Source: an optimization exercise on an open RTL-to-GDS flow (aim: small area). Production flows keep margins and buffers that such runs may drop. Function was checked by simulation only, so behaviour that the tests miss may differ from the original.

// vgalab1
module vgalab1(
  input clk,             
  input rst_n,           
  input key_jump_n,      
  input key_restart_n,   
  input sw_gray,         
  output [0:6] HEX0, HEX1,   
  output VGA_HS,
  output VGA_VS,
  output VGA_BLANK,
  output [9:0] VGA_R,
  output [9:0] VGA_G,
  output [9:0] VGA_B
);
export LEC_CHECK = 0
export ABC_AREA = 1
export CAP_MARGIN = 20
export CORE_MARGIN = 2
export CORE_UTILIZATION = 40
export CTS_BUF_LIST = sky130_fd_sc_hd__clkbuf_8
export SLEW_MARGIN = 20
create_clock -name core_clock -period 12.0 [get_ports {clk}]
standard.sh (not shown) runs the stock make flow with config.mk's settings and CLKGATE_MAP_FILE= SYNTH_SCRIPT=/design/flow/synth_recipe.tcl, a recipe that flattens the netlist after the stock synthesis.
==> flow/flow/run.sh <==
#!/bin/bash
# Own layout flow: the standard synthesis, then the combinational logic
# between the registers is mapped again by ABC for area (the registers are
# kept as they are, with their names and cells), then the standard
# layout with single-strength port buffers.
set -euo pipefail
W=$(pwd)
R=$W/orfs/results/$FLOW_PLATFORM/vgalab1/base
LIB=$FLOW_HOME/platforms/$FLOW_PLATFORM/lib/sky130_fd_sc_hd__tt_025C_1v80.lib

# 1. standard synthesis, up to the netlist
bash standard.sh $R/1_2_yosys.v > $W/std_synth.log 2>&1
cp $R/1_2_yosys.v $W/std_1_2_yosys.v

# 2. map the logic between registers again
DONT=""
for c in $(grep -o "\-dont_use [a-z0-9_]*" $W/orfs/logs/$FLOW_PLATFORM/vgalab1/base/1_2_yosys.log | awk '{print $2}' | sort -u); do
  DONT="$DONT -dont_use $c"
done
cat > $W/reabc.ys <<E2
read_liberty -ignore_miss_func -overwrite $LIB
read_verilog $W/std_1_2_yosys.v
hierarchy -top $FLOW_TOP
setattr -mod -set keep_hierarchy 1 sky130_fd_sc_hd__df* sky130_fd_sc_hd__conb_*
flatten
opt_clean -purge
tee -o $W/reabc_before.txt stat -liberty $LIB
abc -liberty $LIB $DONT -script $W/flow/area.abc
opt_clean -purge
splitnets
opt_clean -purge
hilomap -singleton -hicell sky130_fd_sc_hd__conb_1 HI -locell sky130_fd_sc_hd__conb_1 LO
insbuf -buf sky130_fd_sc_hd__buf_4 A X
opt_clean -purge
tee -o $W/reabc_after.txt stat -liberty $LIB
read_liberty -lib -ignore_miss_func -overwrite $LIB
check -assert
write_verilog -noattr -nohex -nodec $W/reabc_1_2_yosys.v
E2
yosys -l $W/reabc.log -q -s $W/reabc.ys > /dev/null 2>&1
cp $W/reabc_1_2_yosys.v $R/1_2_yosys.v

# 3. standard layout from the new netlist
bash standard.sh "BUFFER_PORTS_ARGS=-buffer_cell sky130_fd_sc_hd__buf_1" finish > $W/std_layout.log 2>&1
==> flow/flow/area.abc <==
strash; &get -n; &deepsyn -T 60; &put; dch -f; amap
The baseline failed in netlist read-in after synthesis.
Change:
--- a/flow/design.v
+++ b/flow/design.v
@@ -102,23 +102,25 @@
 		qd = subc({1'b0, a[9:4]}, {1'b0, b[9:4]}, rd[4]);
 		dsub = {qd, rc[3:0]};
 	end
 endfunction
 wire [10:0] X = {1'b0, xq, xr};
 wire [10:0] Y = {1'b0, yq, yr};
 assign video_on = !ge(X, px(640)) && !yq[5];
 wire [5:0] gx = {xq[5:4] - 2'd1, xq[3:0]};
 assign gray = (!ge(X, px(80)) || ge(X, px(561))) ? 10'd0 : ({yq[4:0], 5'd0} | {4'd0, gx});
 wire tt = (X == px(199)) || (X == px(399)) || (X == px(599)) || (X == px(799));
-wire y1 = yr == 4'd1 || yr == 4'd4 || yr == 4'd7 || yr == 4'd10 || yr == 4'd13;
-wire y0 = yr == 4'd0 || yr == 4'd3 || yr == 4'd6 || yr == 4'd9 || yr == 4'd12;
-wire mt = (y1 && X == px(399)) || (y0 && X == px(799));
+reg [1:0] lc;  
+always @(posedge clk or negedge rst_n)
+	if (!rst_n) lc <= 2'd0;
+	else if (X == px(799)) lc <= {lc[0], !lc[0] && !lc[1]};
+wire mt = (lc == 2'd1 && X == px(399)) || (lc == 2'd2 && X == px(799));
 reg [9:0] s;
 reg [4:0] lf;  
 wire [10:0] ssq = sub({5'd0, s[9:4]}, 1);
 wire [10:0] ssr = sub({7'd0, s[3:0]}, 1);
 always @(posedge clk or negedge rst_n)
 	if (!rst_n) begin
 		s <= px(120);
 		lf <= 5'b11110;
 	end else if (tt) begin
 		if (s == px(0)) s <= px(641);
@@ -192,33 +194,36 @@
 	6'd42: htab = {5'd19, 4'd5};  
 	6'd43: htab = {5'd26, 4'd0};  
 	6'd44: htab = {5'd14, 4'd12};  
 	6'd45: htab = {5'd19, 4'd7};  
 	6'd46: htab = {5'd20, 4'd11};  
 	6'd47: htab = {5'd22, 4'd10};  
 	default: htab = 9'd0;
 	endcase
 reg [4:0] mqd;
 reg [1:0] mcd;
-wire mt1 = (y1 && X == px(400)) || (y0 && X == px(0));
+wire mt1 = (lc == 2'd1 && X == px(400)) || (lc == 2'd0 && X == px(0));
 wire slot_my = mt1 || t == 2'd3;
 wire [10:0] ua = (xr[2] && !slot_my) ? M : Y;
 wire [10:0] ub = slot_my ? M : {2'd0, htab};
 wire [10:0] ud = dsub(ua[9:0], ub[9:0]);
 wire uneg = ud[10];
 wire ud_ge0 = !uneg;
 wire ud_by = sin(ud, -64, -32);       
 wire ud_my = sin(ud, -32, 0) && ge(M, pk(30));
 wire ud_gA = sge(ud, -54);            
 wire ud_gH = sge(ud, -70);            
-always @(posedge clk)
-	if (slot_my)
+always @(posedge clk or negedge rst_n)
+	if (!rst_n) begin
+		{ty1, ty2, ty3, by1, by2, by3, my} <= 7'd0;
+		{g01, g02, g03, gA1, gA2, gA3, gH1, gH2, gH3} <= 9'd0;
+	end else if (slot_my)
 		my <= ud_my;
 	else if (!xr[3])
 		case (xr[2:0])
 		3'd0: begin ty1 <= ud_ge0; by1 <= ud_by; end
 		3'd1: begin ty2 <= ud_ge0; by2 <= ud_by; end
 		3'd2: begin ty3 <= ud_ge0; by3 <= ud_by; end
 		3'd4: begin g01 <= ud_ge0; gA1 <= ud_gA; gH1 <= ud_gH; end
 		3'd5: begin g02 <= ud_ge0; gA2 <= ud_gA; gH2 <= ud_gH; end
 		3'd6: begin g03 <= ud_ge0; gA3 <= ud_gA; gH3 <= ud_gH; end
 		default: ;
@@ -345,22 +350,22 @@
 									(m[3:0] == 4'b0111) ? 7'b0001111:  
 									(m[3:0] == 4'b1000) ? 7'b0000000: 7'b0000100;  
 endmodule
 module vga_sync(
    input clk,
    input rst_n,
    output reg [5:0] xq,
    output reg [3:0] xr,
    output reg [5:0] yq,
    output reg [3:0] yr,
-   output hs,
-   output vs
+   output reg hs,
+   output reg vs
 );
 function automatic [5:0] inc(input [5:0] a);
    integer i; reg c;
    begin
       c = 1'b1;
       for (i = 0; i < 6; i = i + 1) begin inc[i] = a[i] ^ c; c = a[i] & c; end
    end
 endfunction
 function automatic ge(input [9:0] a, input [9:0] b);
    integer i; reg r;
@@ -375,35 +380,33 @@
 endfunction
 wire [9:0] X = {xq, xr};
 wire [5:0] xqi = inc(xq);
 wire [5:0] xri = inc({2'd0, xr});
 wire [5:0] yqi = inc(yq);
 wire [5:0] yri = inc({2'd0, yr});
 always @(posedge clk or negedge rst_n)
    if (!rst_n) begin
       xq <= 6'd10;
       xr <= 4'd10;
+      hs <= 1'b0;
    end else begin
       if (xr == 4'd14) begin
          xr <= (xq == 6'd63) ? 4'd10 : 4'd0;
          xq <= (xq == 6'd63) ? 6'd10 : xqi;
       end else
          xr <= xri[3:0];
+      hs <= !(ge(X, px(659)) && ge(px(754), X));
    end
-reg first;
-always @(posedge clk or negedge rst_n)
-   if (!rst_n) first <= 1'b1;
-   else if (X == px(699)) first <= 1'b0;
-assign hs = !(ge(X, px(660)) && ge(px(755), X)) && !(first && X == px(0));
-assign vs = !first && !(yq == 6'd32 && yr == 4'd14) && !(yq == 6'd33 && yr == 4'd0);
 always @(posedge clk or negedge rst_n)
    if (!rst_n) begin
       yq <= 6'd0;
       yr <= 4'd0;
+      vs <= 1'b0;
    end else if (X == px(699)) begin
       if (yr == 4'd14) begin
          yr <= 4'd0;
          yq <= (yq == 6'd34) ? 6'd0 : yqi;
       end else
          yr <= yri[3:0];
+      vs <= !(yq == 6'd32 && (yr == 4'd13 || yr == 4'd14));
    end
 endmodule
The changed run finished clean.

[static timing again, ports no longer ideal]
No port has a modelled driver above. Below, the same layout with a new extraction and two added sets of constraints.
Step 1 assumes that a clkbuf_16 drives the clock port and a buf_2 every other input.
Step 2 times the ports against the registers' clock, not the clock port: input delays grow and output delays shrink by t, the midpoint of the rising clock arrivals with the driver on.
Three values: ideal ports, drivers, drivers and shift; two values: the first two.
run: the second run
t (ns): 0.431
setup slack, ns: 1.068 / 1.026 / 1.457
latest minus earliest clock arrival (ns): 0.017 / 0.018
After both steps the second run still meets setup and hold. For the second run, drivers alone change the setup slack by -0.042 ns; drivers and shift together by +0.389 ns.
